Context: an optimization exercise on an open-source flow, tuned for small area. The choices shown serve that exercise and are no tape-out recipe. Function was checked by simulation only, so behaviour that the tests miss may differ from the original. Power and IR drop assume default switching activity.

==> inputs of build 93 <==
==> flow/design.v <==
`timescale 1ns / 1ps
module dm_hold #(parameter W = 1) (
    input  [W-1:0] en, hold,
    input  [W-1:0] nd, q,
    output [W-1:0] d
);
    assign d = (en & nd) | (hold & q);
endmodule
module dm_aoi3 #(parameter W = 1) (
    input  [3*W-1:0] s,
    input  [3*W-1:0] d,
    output [W-1:0]   y
);
    assign y = ~((s[0 +: W] & d[0 +: W]) | (s[W +: W] & d[W +: W]) | (s[2*W +: W] & d[2*W +: W]));
endmodule
module dm_aoi2 #(parameter W = 1) (
    input  [2*W-1:0] s,
    input  [2*W-1:0] d,
    output [W-1:0]   y
);
    assign y = ~((s[0 +: W] & d[0 +: W]) | (s[W +: W] & d[W +: W]));
endmodule
module dm_aosel #(parameter N = 3, parameter W = 1) (
    input  [N-1:0]   s,
    input  [N*W-1:0] d,
    output [W-1:0]   y
);
    localparam G3 = N / 3;
    localparam R  = N - 3 * G3;
    localparam G  = G3 + (R != 0);
    wire [G*W-1:0] gn;
    genvar g, b;
    generate
        for (g = 0; g < G3; g = g + 1) begin : g_grp
            dm_aoi3 #(.W(W)) u (.s({{W{s[3*g+2]}}, {W{s[3*g+1]}}, {W{s[3*g]}}}), .d(d[3*g*W +: 3*W]), .y(gn[g*W +: W]));
        end
        if (R == 2) begin : g_r2
            dm_aoi2 #(.W(W)) u (.s({{W{s[N-1]}}, {W{s[N-2]}}}), .d(d[(N-2)*W +: 2*W]), .y(gn[(G-1)*W +: W]));
        end else if (R == 1) begin : g_r1
            assign gn[(G-1)*W +: W] = ~({W{s[N-1]}} & d[(N-1)*W +: W]);
        end
        for (b = 0; b < W; b = b + 1) begin : g_bit
            wire [G-1:0] col;
            for (g = 0; g < G; g = g + 1) begin : g_col
                assign col[g] = gn[g*W + b];
            end
            assign y[b] = ~&col;
        end
    endgenerate
endmodule
module direct_mapped_low_power_fixed (
    input  clk, reset,
    input  cpu_req, cpu_write,
    input  [31:0] cpu_addr,
    input  [31:0] cpu_write_data,
    output hit, miss,
    output [31:0] cpu_read_data,
    output [1:0] accessed_bank,
    output mem_req, mem_write,
    output reg [31:0] mem_addr,
    output reg [31:0] mem_write_data,
    input  [127:0] mem_read_data
);
wire [22:0] tag_in = cpu_addr[31:9];
wire [4:0]  idx    = cpu_addr[8:4];
wire [1:0]  wsel   = cpu_addr[3:2];
reg  [31:0]      valid;
reg  [32*23-1:0] tags;      
reg  [4095:0]    data;      
genvar l, k, b;
wire [31:0] lsel;
generate
    for (l = 0; l < 32; l = l + 1) begin : g_lsel
        assign lsel[l] = (idx == l);
    end
endgenerate
wire [22:0] cur_tag;
dm_aosel #(.N(32), .W(23)) u_tag_rd (.s(lsel), .d(tags), .y(cur_tag));
wire cur_valid = |(lsel & valid);
wire cache_hit = cur_valid && (cur_tag == tag_in);
wire [3:0]   wmask;
wire [127:0] new_line;
wire [127:0] den;
wire [31:0]  ten;
generate
    for (k = 0; k < 4; k = k + 1) begin : g_new
        wire wr_here = cpu_write && (wsel == k);
        assign wmask[k] = !cache_hit || wr_here;
        assign new_line[32*k +: 32] = wr_here ? cpu_write_data : mem_read_data[32*k +: 32];
    end
    for (l = 0; l < 32; l = l + 1) begin : g_en
        wire sel = cpu_req && lsel[l];
        assign ten[l] = sel && !cache_hit;
        for (k = 0; k < 4; k = k + 1) begin : g_word
            assign den[l*4 + k] = sel && wmask[k];
        end
    end
endgenerate
wire [32*23-1:0] tags_d;
wire [4095:0]    data_d;
generate
    for (l = 0; l < 32; l = l + 1) begin : g_hold_line
        dm_hold #(.W(23)) u_tag (.en({23{ten[l]}}), .hold({23{~ten[l]}}), .nd(tag_in),
                                 .q(tags[l*23 +: 23]), .d(tags_d[l*23 +: 23]));
        for (k = 0; k < 4; k = k + 1) begin : g_word
            dm_hold #(.W(32)) u (.en({32{den[l*4 + k]}}), .hold({32{~den[l*4 + k]}}),
                                 .nd(new_line[32*k +: 32]),
                                 .q(data[(l*4 + k)*32 +: 32]), .d(data_d[(l*4 + k)*32 +: 32]));
        end
    end
endgenerate
always @(posedge clk) begin
    tags <= tags_d;
    data <= data_d;
end
always @(posedge clk or posedge reset)
    if (reset) valid <= 32'b0;
    else if (cpu_req && !cache_hit) valid <= valid | lsel;
reg       any_r, hit_r, wr_r;
reg [1:0] bank_r;
reg [2:0] line_r;
reg [1:0] word_r;
always @(posedge clk or posedge reset)
    if (reset) begin
        any_r  <= 1'b0;
        hit_r  <= 1'b0;
        wr_r   <= 1'b0;
        bank_r <= 2'b0;
    end else if (cpu_req) begin
        any_r  <= 1'b1;
        hit_r  <= cache_hit;
        wr_r   <= cpu_write;
        bank_r <= idx[4:3];
    end
always @(posedge clk)
    if (cpu_req) begin
        line_r <= idx[2:0];
        word_r <= wsel;
    end
always @(posedge clk or posedge reset)
    if (reset) begin
        mem_addr       <= 32'b0;
        mem_write_data <= 32'b0;
    end else if (cpu_req) begin
        if (cpu_write) begin
            mem_addr       <= cpu_addr;
            mem_write_data <= cpu_write_data;
        end else if (!cache_hit) begin
            mem_addr <= {cpu_addr[28:6], cpu_addr[8:4], 4'b0000};
        end
    end
wire rd_r = any_r & ~wr_r;
wire [6:0] rword = {bank_r, line_r, word_r};
wire [127:0] rsel;
generate
    for (k = 0; k < 128; k = k + 1) begin : g_rsel
        assign rsel[k] = rd_r && (rword == k);
    end
endgenerate
dm_aosel #(.N(128), .W(32)) u_data_rd (.s(rsel), .d(data), .y(cpu_read_data));
assign hit           = hit_r;
assign miss          = any_r & ~hit_r;
assign mem_req       = any_r & ~(hit_r & ~wr_r);
assign mem_write     = wr_r;
assign accessed_bank = bank_r;
endmodule
==> flow/run.sh <==
#!/bin/bash
# synth_recipe.tcl (not shown) runs the flow's synth.tcl, then flattens the netlist and writes it again
# the make line also repeats each setting of config.mk as NAME=value (left out here)
make -C /OpenROAD-flow-scripts/flow DESIGN_CONFIG=/design/flow/config.mk WORK_HOME=/design/flow/orfs CLKGATE_MAP_FILE= SYNTH_SCRIPT=/design/flow/synth_recipe.tcl finish
==> flow/config.mk <==
export PLATFORM = sky130hd
export DESIGN_NAME = direct_mapped_low_power_fixed
export DESIGN_NICKNAME = direct_mapped_low_power_fixed
export VERILOG_FILES = /design/flow/design.v
export SDC_FILE = /design/flow/constraint.sdc
export NUM_CORES = 8
export LEC_CHECK = 0
export CAP_MARGIN = 20
export CORE_MARGIN = 2
export CORE_UTILIZATION = 55
export CTS_CLUSTER_DIAMETER = 100
export CTS_CLUSTER_SIZE = 25
export PLACE_DENSITY = 0.6
export SLEW_MARGIN = 30
export SYNTH_HIERARCHICAL = 1
==> flow/constraint.sdc <==
create_clock -name core_clock -period 10.0 [get_ports {clk}]
set_input_delay 2.0000 -clock core_clock [delete_from_list [all_inputs] [get_ports {clk}]]
set_output_delay 2.0000 -clock core_clock [all_outputs]
set_load 0.01 [all_outputs]
==> build 11 (differences from build 93) <==
--- a/flow/design.v
+++ b/flow/design.v
@@ -21,7 +21,8 @@
     assign y = ~((s[0 +: W] & d[0 +: W]) | (s[W +: W] & d[W +: W]));
 endmodule
-module dm_aosel #(parameter N = 3, parameter W = 1) (
+module dm_aosel #(parameter N = 3, parameter W = 1, parameter GATE = 0) (
     input  [N-1:0]   s,
     input  [N*W-1:0] d,
+    input            gate,
     output [W-1:0]   y
 );
@@ -45,7 +46,32 @@
                 assign col[g] = gn[g*W + b];
             end
-            assign y[b] = ~&col;
+            if (GATE) begin : g_gate
+                assign y[b] = gate & ~&col;
+            end else begin : g_nogate
+                assign y[b] = ~&col;
+            end
         end
     endgenerate
+endmodule
+module dm_newline (
+    input          wr,
+    input  [1:0]   wsel,
+    input  [31:0]  wd,
+    input  [127:0] md,
+    output [127:0] nd
+);
+    genvar k;
+    generate
+        for (k = 0; k < 4; k = k + 1) begin : g_w
+            assign nd[32*k +: 32] = (wr && wsel == k) ? wd : md[32*k +: 32];
+        end
+    endgenerate
+endmodule
+module dm_en (
+    input  sel, wm,
+    output en, hold
+);
+    assign en   = sel & wm;
+    assign hold = ~(sel & wm);
 endmodule
 module direct_mapped_low_power_fixed (
@@ -68,5 +94,5 @@
 reg  [32*23-1:0] tags;      
 reg  [4095:0]    data;      
-genvar l, k, b;
+genvar l, k, b, h;
 wire [31:0] lsel;
 generate
@@ -76,19 +102,24 @@
 endgenerate
 wire [22:0] cur_tag;
-dm_aosel #(.N(32), .W(23)) u_tag_rd (.s(lsel), .d(tags), .y(cur_tag));
+dm_aosel #(.N(32), .W(23)) u_tag_rd (.s(lsel), .d(tags), .gate(1'b1), .y(cur_tag));
 wire cur_valid = |(lsel & valid);
 wire cache_hit = cur_valid && (cur_tag == tag_in);
 wire [3:0]   wmask;
-wire [127:0] new_line;
+wire [255:0] new_line;    
 wire [127:0] den;
 wire [31:0]  ten;
+wire [31:0]  sel_l;
 generate
     for (k = 0; k < 4; k = k + 1) begin : g_new
         wire wr_here = cpu_write && (wsel == k);
         assign wmask[k] = !cache_hit || wr_here;
-        assign new_line[32*k +: 32] = wr_here ? cpu_write_data : mem_read_data[32*k +: 32];
+    end
+    for (l = 0; l < 2; l = l + 1) begin : g_nd
+        dm_newline u (.wr(cpu_write), .wsel(wsel), .wd(cpu_write_data), .md(mem_read_data),
+                      .nd(new_line[128*l +: 128]));
     end
     for (l = 0; l < 32; l = l + 1) begin : g_en
         wire sel = cpu_req && lsel[l];
+        assign sel_l[l] = sel;
         assign ten[l] = sel && !cache_hit;
         for (k = 0; k < 4; k = k + 1) begin : g_word
@@ -104,7 +135,12 @@
                                  .q(tags[l*23 +: 23]), .d(tags_d[l*23 +: 23]));
         for (k = 0; k < 4; k = k + 1) begin : g_word
-            dm_hold #(.W(32)) u (.en({32{den[l*4 + k]}}), .hold({32{~den[l*4 + k]}}),
-                                 .nd(new_line[32*k +: 32]),
-                                 .q(data[(l*4 + k)*32 +: 32]), .d(data_d[(l*4 + k)*32 +: 32]));
+            for (h = 0; h < 2; h = h + 1) begin : g_half
+                wire en, hold;
+                dm_en ue (.sel(sel_l[l]), .wm(wmask[k]), .en(en), .hold(hold));
+                dm_hold #(.W(16)) u (.en({16{en}}), .hold({16{hold}}),
+                                 .nd(new_line[128*(l/16) + 32*k + 16*h +: 16]),
+                                 .q(data[(l*4 + k)*32 + 16*h +: 16]),
+                                 .d(data_d[(l*4 + k)*32 + 16*h +: 16]));
+            end
         end
     end
@@ -155,8 +191,8 @@
 generate
     for (k = 0; k < 128; k = k + 1) begin : g_rsel
-        assign rsel[k] = rd_r && (rword == k);
-    end
-endgenerate
-dm_aosel #(.N(128), .W(32)) u_data_rd (.s(rsel), .d(data), .y(cpu_read_data));
+        assign rsel[k] = (rword == k);
+    end
+endgenerate
+dm_aosel #(.N(128), .W(32), .GATE(1)) u_data_rd (.s(rsel), .d(data), .gate(rd_r), .y(cpu_read_data));
 assign hit           = hit_r;
 assign miss          = any_r & ~hit_r;
==> flow/flow/run.sh (new file) <==
#!/bin/bash
set -euo pipefail
bash standard.sh \
  "BUFFER_PORTS_ARGS=-buffer_cell sky130_fd_sc_hd__buf_1" \
  "CTS_ARGS=-sink_clustering_enable -repair_clock_nets -sink_clustering_size 27 -sink_clustering_max_diameter 100 -dont_use_dummy_load" \
  finish > flow_standard.log 2>&1
==> flow/standard.sh (new file) <==
#!/bin/bash
# synth_recipe.tcl (not shown) runs the flow's synth.tcl, then flattens the netlist and writes it again
# the make line also repeats each setting of config.mk as NAME=value (left out here)
make -C /OpenROAD-flow-scripts/flow DESIGN_CONFIG=/design/flow/config.mk WORK_HOME=/design/flow/orfs CLKGATE_MAP_FILE= SYNTH_SCRIPT=/design/flow/synth_recipe.tcl "${@:-finish}"
--- a/flow/config.mk
+++ b/flow/config.mk
@@ -6,10 +6,10 @@
 export NUM_CORES = 8
 export LEC_CHECK = 0
-export CAP_MARGIN = 20
+export CAP_MARGIN = 25
 export CORE_MARGIN = 2
-export CORE_UTILIZATION = 55
+export CORE_UTILIZATION = 50
 export CTS_CLUSTER_DIAMETER = 100
-export CTS_CLUSTER_SIZE = 25
-export PLACE_DENSITY = 0.6
-export SLEW_MARGIN = 30
+export CTS_CLUSTER_SIZE = 27
+export PLACE_DENSITY = 0.8
+export SLEW_MARGIN = 25
 export SYNTH_HIERARCHICAL = 1
removed: flow/run.sh
==> build 89 (differences from build 93) <==
--- a/flow/design.v
+++ b/flow/design.v
@@ -21,7 +21,8 @@
     assign y = ~((s[0 +: W] & d[0 +: W]) | (s[W +: W] & d[W +: W]));
 endmodule
-module dm_aosel #(parameter N = 3, parameter W = 1) (
+module dm_aosel #(parameter N = 3, parameter W = 1, parameter GATE = 0) (
     input  [N-1:0]   s,
     input  [N*W-1:0] d,
+    input            gate,
     output [W-1:0]   y
 );
@@ -45,7 +46,32 @@
                 assign col[g] = gn[g*W + b];
             end
-            assign y[b] = ~&col;
+            if (GATE) begin : g_gate
+                assign y[b] = gate & ~&col;
+            end else begin : g_nogate
+                assign y[b] = ~&col;
+            end
         end
     endgenerate
+endmodule
+module dm_newline (
+    input          wr,
+    input  [1:0]   wsel,
+    input  [31:0]  wd,
+    input  [127:0] md,
+    output [127:0] nd
+);
+    genvar k;
+    generate
+        for (k = 0; k < 4; k = k + 1) begin : g_w
+            assign nd[32*k +: 32] = (wr && wsel == k) ? wd : md[32*k +: 32];
+        end
+    endgenerate
+endmodule
+module dm_en (
+    input  sel, wm,
+    output en, hold
+);
+    assign en   = sel & wm;
+    assign hold = ~(sel & wm);
 endmodule
 module direct_mapped_low_power_fixed (
@@ -68,5 +94,5 @@
 reg  [32*23-1:0] tags;      
 reg  [4095:0]    data;      
-genvar l, k, b;
+genvar l, k, b, h;
 wire [31:0] lsel;
 generate
@@ -76,19 +102,24 @@
 endgenerate
 wire [22:0] cur_tag;
-dm_aosel #(.N(32), .W(23)) u_tag_rd (.s(lsel), .d(tags), .y(cur_tag));
+dm_aosel #(.N(32), .W(23)) u_tag_rd (.s(lsel), .d(tags), .gate(1'b1), .y(cur_tag));
 wire cur_valid = |(lsel & valid);
 wire cache_hit = cur_valid && (cur_tag == tag_in);
 wire [3:0]   wmask;
-wire [127:0] new_line;
+wire [255:0] new_line;    
 wire [127:0] den;
 wire [31:0]  ten;
+wire [31:0]  sel_l;
 generate
     for (k = 0; k < 4; k = k + 1) begin : g_new
         wire wr_here = cpu_write && (wsel == k);
         assign wmask[k] = !cache_hit || wr_here;
-        assign new_line[32*k +: 32] = wr_here ? cpu_write_data : mem_read_data[32*k +: 32];
+    end
+    for (l = 0; l < 2; l = l + 1) begin : g_nd
+        dm_newline u (.wr(cpu_write), .wsel(wsel), .wd(cpu_write_data), .md(mem_read_data),
+                      .nd(new_line[128*l +: 128]));
     end
     for (l = 0; l < 32; l = l + 1) begin : g_en
         wire sel = cpu_req && lsel[l];
+        assign sel_l[l] = sel;
         assign ten[l] = sel && !cache_hit;
         for (k = 0; k < 4; k = k + 1) begin : g_word
@@ -104,7 +135,12 @@
                                  .q(tags[l*23 +: 23]), .d(tags_d[l*23 +: 23]));
         for (k = 0; k < 4; k = k + 1) begin : g_word
-            dm_hold #(.W(32)) u (.en({32{den[l*4 + k]}}), .hold({32{~den[l*4 + k]}}),
-                                 .nd(new_line[32*k +: 32]),
-                                 .q(data[(l*4 + k)*32 +: 32]), .d(data_d[(l*4 + k)*32 +: 32]));
+            for (h = 0; h < 2; h = h + 1) begin : g_half
+                wire en, hold;
+                dm_en ue (.sel(sel_l[l]), .wm(wmask[k]), .en(en), .hold(hold));
+                dm_hold #(.W(16)) u (.en({16{en}}), .hold({16{hold}}),
+                                 .nd(new_line[128*(l/16) + 32*k + 16*h +: 16]),
+                                 .q(data[(l*4 + k)*32 + 16*h +: 16]),
+                                 .d(data_d[(l*4 + k)*32 + 16*h +: 16]));
+            end
         end
     end
@@ -155,8 +191,8 @@
 generate
     for (k = 0; k < 128; k = k + 1) begin : g_rsel
-        assign rsel[k] = rd_r && (rword == k);
-    end
-endgenerate
-dm_aosel #(.N(128), .W(32)) u_data_rd (.s(rsel), .d(data), .y(cpu_read_data));
+        assign rsel[k] = (rword == k);
+    end
+endgenerate
+dm_aosel #(.N(128), .W(32), .GATE(1)) u_data_rd (.s(rsel), .d(data), .gate(rd_r), .y(cpu_read_data));
 assign hit           = hit_r;
 assign miss          = any_r & ~hit_r;
--- a/flow/config.mk
+++ b/flow/config.mk
@@ -6,7 +6,7 @@
 export NUM_CORES = 8
 export LEC_CHECK = 0
-export CAP_MARGIN = 20
+export CAP_MARGIN = 30
 export CORE_MARGIN = 2
-export CORE_UTILIZATION = 55
+export CORE_UTILIZATION = 50
 export CTS_CLUSTER_DIAMETER = 100
 export CTS_CLUSTER_SIZE = 25
==> build 63 (differences from build 93) <==
--- a/flow/design.v
+++ b/flow/design.v
@@ -21,7 +21,8 @@
     assign y = ~((s[0 +: W] & d[0 +: W]) | (s[W +: W] & d[W +: W]));
 endmodule
-module dm_aosel #(parameter N = 3, parameter W = 1) (
+module dm_aosel #(parameter N = 3, parameter W = 1, parameter GATE = 0) (
     input  [N-1:0]   s,
     input  [N*W-1:0] d,
+    input            gate,
     output [W-1:0]   y
 );
@@ -45,7 +46,32 @@
                 assign col[g] = gn[g*W + b];
             end
-            assign y[b] = ~&col;
+            if (GATE) begin : g_gate
+                assign y[b] = gate & ~&col;
+            end else begin : g_nogate
+                assign y[b] = ~&col;
+            end
         end
     endgenerate
+endmodule
+module dm_newline (
+    input          wr,
+    input  [1:0]   wsel,
+    input  [31:0]  wd,
+    input  [127:0] md,
+    output [127:0] nd
+);
+    genvar k;
+    generate
+        for (k = 0; k < 4; k = k + 1) begin : g_w
+            assign nd[32*k +: 32] = (wr && wsel == k) ? wd : md[32*k +: 32];
+        end
+    endgenerate
+endmodule
+module dm_en (
+    input  sel, wm,
+    output en, hold
+);
+    assign en   = sel & wm;
+    assign hold = ~(sel & wm);
 endmodule
 module direct_mapped_low_power_fixed (
@@ -68,5 +94,5 @@
 reg  [32*23-1:0] tags;      
 reg  [4095:0]    data;      
-genvar l, k, b;
+genvar l, k, b, h;
 wire [31:0] lsel;
 generate
@@ -76,19 +102,24 @@
 endgenerate
 wire [22:0] cur_tag;
-dm_aosel #(.N(32), .W(23)) u_tag_rd (.s(lsel), .d(tags), .y(cur_tag));
+dm_aosel #(.N(32), .W(23)) u_tag_rd (.s(lsel), .d(tags), .gate(1'b1), .y(cur_tag));
 wire cur_valid = |(lsel & valid);
 wire cache_hit = cur_valid && (cur_tag == tag_in);
 wire [3:0]   wmask;
-wire [127:0] new_line;
+wire [255:0] new_line;    
 wire [127:0] den;
 wire [31:0]  ten;
+wire [31:0]  sel_l;
 generate
     for (k = 0; k < 4; k = k + 1) begin : g_new
         wire wr_here = cpu_write && (wsel == k);
         assign wmask[k] = !cache_hit || wr_here;
-        assign new_line[32*k +: 32] = wr_here ? cpu_write_data : mem_read_data[32*k +: 32];
+    end
+    for (l = 0; l < 2; l = l + 1) begin : g_nd
+        dm_newline u (.wr(cpu_write), .wsel(wsel), .wd(cpu_write_data), .md(mem_read_data),
+                      .nd(new_line[128*l +: 128]));
     end
     for (l = 0; l < 32; l = l + 1) begin : g_en
         wire sel = cpu_req && lsel[l];
+        assign sel_l[l] = sel;
         assign ten[l] = sel && !cache_hit;
         for (k = 0; k < 4; k = k + 1) begin : g_word
@@ -104,7 +135,12 @@
                                  .q(tags[l*23 +: 23]), .d(tags_d[l*23 +: 23]));
         for (k = 0; k < 4; k = k + 1) begin : g_word
-            dm_hold #(.W(32)) u (.en({32{den[l*4 + k]}}), .hold({32{~den[l*4 + k]}}),
-                                 .nd(new_line[32*k +: 32]),
-                                 .q(data[(l*4 + k)*32 +: 32]), .d(data_d[(l*4 + k)*32 +: 32]));
+            for (h = 0; h < 2; h = h + 1) begin : g_half
+                wire en, hold;
+                dm_en ue (.sel(sel_l[l]), .wm(wmask[k]), .en(en), .hold(hold));
+                dm_hold #(.W(16)) u (.en({16{en}}), .hold({16{hold}}),
+                                 .nd(new_line[128*(l/16) + 32*k + 16*h +: 16]),
+                                 .q(data[(l*4 + k)*32 + 16*h +: 16]),
+                                 .d(data_d[(l*4 + k)*32 + 16*h +: 16]));
+            end
         end
     end
@@ -155,8 +191,8 @@
 generate
     for (k = 0; k < 128; k = k + 1) begin : g_rsel
-        assign rsel[k] = rd_r && (rword == k);
-    end
-endgenerate
-dm_aosel #(.N(128), .W(32)) u_data_rd (.s(rsel), .d(data), .y(cpu_read_data));
+        assign rsel[k] = (rword == k);
+    end
+endgenerate
+dm_aosel #(.N(128), .W(32), .GATE(1)) u_data_rd (.s(rsel), .d(data), .gate(rd_r), .y(cpu_read_data));
 assign hit           = hit_r;
 assign miss          = any_r & ~hit_r;
==> flow/flow/run.sh (new file) <==
#!/bin/bash
set -euo pipefail
bash standard.sh "BUFFER_PORTS_ARGS=-buffer_cell sky130_fd_sc_hd__buf_1" finish > flow_standard.log 2>&1
==> flow/standard.sh (new file) <==
#!/bin/bash
# synth_recipe.tcl (not shown) runs the flow's synth.tcl, then flattens the netlist and writes it again
# the make line also repeats each setting of config.mk as NAME=value (left out here)
make -C /OpenROAD-flow-scripts/flow DESIGN_CONFIG=/design/flow/config.mk WORK_HOME=/design/flow/orfs CLKGATE_MAP_FILE= SYNTH_SCRIPT=/design/flow/synth_recipe.tcl "${@:-finish}"
--- a/flow/config.mk
+++ b/flow/config.mk
@@ -6,7 +6,7 @@
 export NUM_CORES = 8
 export LEC_CHECK = 0
-export CAP_MARGIN = 20
+export CAP_MARGIN = 30
 export CORE_MARGIN = 2
-export CORE_UTILIZATION = 55
+export CORE_UTILIZATION = 50
 export CTS_CLUSTER_DIAMETER = 100
 export CTS_CLUSTER_SIZE = 25
removed: flow/run.sh
==> run summary <==
Of build 93 and build 11, build 11 has the higher clock skew (gap 0.15 ns).
Sequential cell count is the same in build 11 and build 89.
Maximum frequency: build 93 < build 89 < build 11 < build 63.
Against build 89, the count of clock-buffer cells in the layout of build 93 is lower by 3.
Cell count: build 11 < build 93 < build 63 < build 89.
Of build 11 and build 93, build 11 has the higher area after synthesis (gap about 1.1%, measured against build 93).
Combinational power, lowest first: build 11, build 63, build 89, build 93.
==> figures <==
metric	build 89	build 93	build 11	build 63
Largest voltage drop on the vdd net	0.174 mV	0.184 mV	0.172 mV	0.151 mV
Hold path startpoint	valid[18]	valid[19]	valid[13]	valid[18]
Number of vias after detailed routing	154,000	165,000	152,000	154,000
Post-synthesis cell count	13,500	13,600	13,500	13,500
Die boundary width	589 um	558 um	589 um	589 um
Routability congestion estimate from global placement	0.969	0.993	1.05	1.00
Area occupied by multi-input gates	72,400 um^2	73,500 um^2	72,000 um^2	72,400 um^2
Portion of total power attributed to combinational logic	14.5%	15.0%	14.0%	14.3%
Met2 Resource Use GR	65.8%	72.2%	53.1%	65.2%
Outcome	no timing/DRC/antenna violations	no timing/DRC/antenna violations	no timing/DRC/antenna violations	no timing/DRC/antenna violations
Via/cell ratio	8.16	8.72	8.11	8.16
Met3 track demand over resource	16.8%	32.1%	18.7%	16.2%
Endpoint of the worst setup timing path	data[1085]	cpu_read_data[10]	cpu_read_data[12]	data[913]
Final cycle utilization of the critical path	85.2%	98.2%	83.4%	80.8%
Worst-case setup margin in the final layout	1.48 ns	0.178 ns	1.66 ns	1.92 ns

what the ideal ports hide:
No port has a modelled driver above. Below, the same layouts with a new extraction and two added sets of constraints.
Step 1: set_driving_cell puts a clkbuf_16 on clk and a buf_2 on each other input, an assumption about the parent block.
Step 2 adds t to the input delays and takes it off the output delays; t is the mean of the earliest and latest rising clock arrival at the registers after step 1. Input paths then give back, and output paths get back, about the clock's delay inside the block.
a / b / c = ideal / step 1 / step 2; a / b = the first two.
| run | shift t [ns] | setup slack, ns | worst register clock-pin slew, ns |
|---|---|---|---|
| build 93 | 1.106 | 0.178 / 0.069 / 0.760 | 0.11 / 0.11 |
| build 11 | 1.069 | 1.658 / 1.547 / 1.210 | 0.12 / 0.12 |
| build 89 | 1.121 | 1.476 / 1.499 / 0.438 | 0.11 / 0.11 |
| build 63 | 1.128 | 1.918 / 1.971 / 0.872 | 0.11 / 0.11 |
After both steps setup and hold are still met in every run listed. For build 63, which loses most, drivers alone change the setup slack by +0.053 ns; drivers and shift together by -1.046 ns.
